This design comes from an exercise in tuning for small area on the open sky130 flow, not from production work. No driver is modelled on the clock port, so clocking that relies on it looks cheaper here than on a real chip. No activity file was given, so power comes from the tool's default toggle rates.

==> flow/design.v (excerpt) <==
module bridge_top(hclk,hresetn,hwrite,haddr,hwdata,hreadyin,htrans,prdata,pwrite,penable,psel,paddr,pwdata,hrdata,hr_readyout,hresp);
Size in the first run: about 300 cells after synthesis, about 210 I/O pins.
==> module apb_controller, before the edit <==
module apb_controller(hclk, hresetn, hwrite, haddr, hwdata, valid,
                      pwrite, penable, psel, paddr, pwdata, hr_readyout);
  input        hclk, hresetn, hwrite, valid;
  input  [31:0] haddr, hwdata;
  output       pwrite, penable;
  output reg   hr_readyout;
  output [2:0] psel;
  output reg [31:0] paddr, pwdata;
  localparam ST_IDLE     = 3'b000,
             ST_READ     = 3'b011,
             ST_WWAIT    = 3'b001,
             ST_WRITE    = 3'b101,
             ST_RENABLE  = 3'b010,
             ST_WENABLE  = 3'b100,
             ST_WRITEP   = 3'b111,
             ST_WENABLEP = 3'b110;
  reg [2:0]  st, nst;
  reg [31:0] a1, a2;
  reg        w1, w2, b1, z, zz, psel_en;
  wire s_idle  = (st == ST_IDLE);
  wire s_read  = (st == ST_READ);
  wire s_ren   = (st == ST_RENABLE);
  wire s_wwait = (st == ST_WWAIT);
  wire s_write = (st == ST_WRITE);
  wire s_wen   = (st == ST_WENABLE);
  wire s_wp    = (st == ST_WRITEP);
  wire s_wenp  = (st == ST_WENABLEP);
  wire s_idl   = s_idle | s_ren;      
  wire rd = valid & ~hwrite;
  wire wr = valid &  hwrite;
  always @(*) begin
    case (st)
      ST_IDLE, ST_RENABLE, ST_WENABLE:
                   nst = wr ? ST_WWAIT : (rd ? ST_READ : ST_IDLE);
      ST_READ:     nst = ST_RENABLE;
      ST_WWAIT:    nst = valid ? ST_WRITEP : ST_WRITE;
      ST_WRITE:    nst = valid ? ST_WENABLEP : ST_WENABLE;
      ST_WRITEP:   nst = ST_WENABLEP;
      default:     nst = ~w2 ? ST_READ :
                         (valid & w1) ? ST_WRITEP :
                         ~valid ? ST_WRITE : ST_IDLE;
    endcase
  end
  wire big    = hwrite & b1;
  wire holdA2 = (s_wwait & valid & big) |
                (s_wenp & (~w2 | (valid ? big : ~w1)));
  wire selA  = s_idl;
  wire sel1  = (s_read & ~w1) | s_wwait | s_wen;
  wire sel2  = ((s_read & w1) | s_write | s_wp | s_wenp) & ~zz;
  wire ldD = ~(s_write | s_wp | (s_wenp & valid & ~w1));
  always @(posedge hclk) begin
    z  <= ~hresetn;
    a1 <= haddr;
    if (!holdA2) begin
      a2 <= a1;
      zz <= z;
    end
    w1 <= hwrite;
    w2 <= w1;
    b1 <= |hwdata[31:8];
    paddr  <= ({32{selA}} & haddr) | ({32{sel1}} & a1) | ({32{sel2}} & a2);
    if (ldD) pwdata <= hwdata;
  end
  always @(posedge hclk) begin
    if (!hresetn) begin
      st          <= ST_IDLE;
      psel_en     <= 1'b0;
      hr_readyout <= 1'b1;
    end else begin
      st          <= nst;
      psel_en     <= (s_idl & rd) | (s_wen & wr) | ~(s_idl | s_wen);
      hr_readyout <= s_read | s_write |
                     (s_idl & ~rd) |
                     ((s_wwait | s_wen) & ~valid) |
                     (s_wp & w1) |
                     (s_wenp & ~valid & w2);
    end
  end
  wire [2:0] sel1dec;
  ahb_decode dec1(.addr(a1), .sel(sel1dec));
  assign psel    = psel_en ? sel1dec : 3'b000;
  assign penable = s_ren | s_wen | s_wenp;
  assign pwrite  = ~(s_read | s_ren) & (~s_wwait | w2);
endmodule
Settings: LEC_CHECK=0, CAP_MARGIN=0, CORE_MARGIN=2, CORE_UTILIZATION=65, SLEW_MARGIN=0; clock period 4.0 ns.
standard.sh (not shown) runs the stock make flow with config.mk's settings and CLKGATE_MAP_FILE= SYNTH_SCRIPT=/design/flow/synth_recipe.tcl, a recipe that flattens the netlist after the stock synthesis.
==> flow/flow/run.sh <==
#!/bin/bash
# Own layout flow. Steps, each tool's full output in a log file here:
#  1. the standard synthesis (standard.sh synth)            -> flow_synth.log
#  2. area re-mapping of the combinational cells of that netlist
#     with Yosys/ABC (flow/remap_abc.script); the registers, their
#     names and cell types are kept as instances, untouched        -> flow_remap.log
#  3. the rest of the standard layout (standard.sh finish), with
#     - port buffers of the smallest buffer cell (buf_1),
#     - an area recovery pass after CTS (flow/downsize.tcl, ORFS's
#       POST_CTS_TCL hook) that gives cells which repair enlarged the
#       smallest size that keeps slew, capacitance and timing clean -> flow_make.log
set -euo pipefail
W=$PWD
RES=$W/orfs/results/$FLOW_PLATFORM/bridge_top/base
LIB=$FLOW_HOME/platforms/$FLOW_PLATFORM/lib/sky130_fd_sc_hd__tt_025C_1v80.lib
YOSYS=$FLOW_HOME/../tools/install/yosys/bin/yosys
[[ -x $YOSYS ]] || YOSYS=yosys

bash standard.sh synth > flow_synth.log 2>&1

cp $RES/1_2_yosys.v $W/standard_1_2_yosys.v
DONT=""
for c in sky130_fd_sc_hd__probe_p_8 sky130_fd_sc_hd__probec_p_8 \
         $(grep -o 'cell *( *"\?sky130_fd_sc_hd__lpflow_[a-z0-9_]*' $LIB | grep -o 'sky130_fd_sc_hd__lpflow_[a-z0-9_]*' | sort -u); do
  DONT="$DONT -dont_use $c"
done
cat > $W/remap.ys <<YS
read_liberty -ignore_miss_func $LIB
setattr -mod -set keep_hierarchy 1 sky130_fd_sc_hd__dfxtp_1 sky130_fd_sc_hd__edfxtp_1 sky130_fd_sc_hd__conb_1
read_verilog $W/standard_1_2_yosys.v
hierarchy -top $FLOW_TOP
flatten
opt -purge $FLOW_TOP
abc -liberty $LIB -script $W/flow/remap_abc.script $DONT $FLOW_TOP
opt_clean -purge $FLOW_TOP
cd $FLOW_TOP
rename -hide w:* i:* %d o:* %d
insbuf -buf sky130_fd_sc_hd__buf_4 A X
opt_clean -purge
cd
select -assert-none $FLOW_TOP/t:\$*
select $FLOW_TOP
write_verilog -selected -noattr -nohex -nodec $W/remapped_1_2_yosys.v
YS
$YOSYS -l flow_remap.log -q $W/remap.ys
cp $W/remapped_1_2_yosys.v $RES/1_2_yosys.v

layout() { # leaf cell, root cell, max sinks per leaf, log
  bash standard.sh BUFFER_PORTS_ARGS="-buffer_cell sky130_fd_sc_hd__buf_1" \
    PRE_CTS_TCL="$W/flow/clock_tree.tcl" POST_CTS_TCL="$W/flow/downsize.tcl" \
    OWN_CTS_LEAF=$1 OWN_CTS_ROOT=$2 OWN_CTS_MAX_SINKS=$3 finish > $4 2>&1
}
slew() { # worst register clock-pin slew of the final layout, in ns
  OWN_LIB=$LIB OWN_RES=$RES openroad -no_init -exit $W/flow/clock_slew.tcl > $1 2>&1 || true
  awk '/^worst_clock_pin_slew/ {print $2}' $1
}

layout sky130_fd_sc_hd__clkbuf_16 none 36 flow_make.log
s=$(slew flow_slew.log)
if awk -v s="$s" 'BEGIN {exit !(s == "" || s > 0.122)}'; then
  rm -f $RES/4_* $RES/5_* $RES/6_* $W/out/final.def
  layout sky130_fd_sc_hd__clkbuf_16 sky130_fd_sc_hd__clkbuf_8 28 flow_make_retry.log
  slew flow_slew_retry.log > /dev/null || true
fi
Other scripts of this flow, unchanged in this note and not shown: flow/flow/clock_slew.tcl, flow/flow/clock_tree.tcl, flow/flow/downsize.tcl, flow/flow/remap_abc.script
Change:
--- a/flow/design.v
+++ b/flow/design.v
@@ -19,19 +19,19 @@
   input  [31:0] haddr, hwdata;
   output       pwrite, penable;
   output reg   hr_readyout;
   output [2:0] psel;
   output reg [31:0] paddr, pwdata;
   localparam ST_IDLE     = 3'b000,
-             ST_READ     = 3'b011,
-             ST_WWAIT    = 3'b001,
+             ST_READ     = 3'b111,
+             ST_WWAIT    = 3'b011,
              ST_WRITE    = 3'b101,
              ST_RENABLE  = 3'b010,
-             ST_WENABLE  = 3'b100,
-             ST_WRITEP   = 3'b111,
-             ST_WENABLEP = 3'b110;
+             ST_WENABLE  = 3'b110,
+             ST_WRITEP   = 3'b100,
+             ST_WENABLEP = 3'b001;
   reg [2:0]  st, nst;
   reg [31:0] a1, a2;
   reg        w1, w2, b1, z, zz, psel_en;
   wire s_idle  = (st == ST_IDLE);
   wire s_read  = (st == ST_READ);
   wire s_ren   = (st == ST_RENABLE);
Outcome: Sequential share of layout area came out higher by 0.21 points; global-route usage came out lower by 1.6 points; flip-flop and latch count does not change; sequential power barely changes; register-to-register slack gets worse by 240 ps; via count came out lower by 1.8%; area after synthesis barely changes.
Function was not checked in any run of this note: the RTL went through the layout flow alone.

[re-timing with driven ports]
How much do the figures lean on ideal ports? The routed layouts below were timed once more, with nothing changed but the port constraints.
Step 1 assumes that a clkbuf_16 drives the clock port and a buf_2 every other input.
Step 2 moves the port delays by t, midway between the first and last clock arrival at a register: inputs arrive t later, outputs are due t later. That takes back most of the time a late clock gives input paths.
a / b / c = no drivers / after step 1 / after step 2; a / b = the first two.
run | shift t [ns] | slack for setup (ns) | worst register clock-pin slew, ns | worst data-port slew with drivers (ns)
the first run | 0.251 | 0.971 / 1.026 / 0.776 | 0.12 / 0.12 | 0.11
the second run | 0.252 | 0.805 / 0.805 / 0.805 | 0.12 / 0.12 | 0.07
After both steps every run listed still meets setup and hold. For the first run, which loses most, drivers alone change the setup slack by +0.055 ns; drivers and shift together by -0.195 ns.
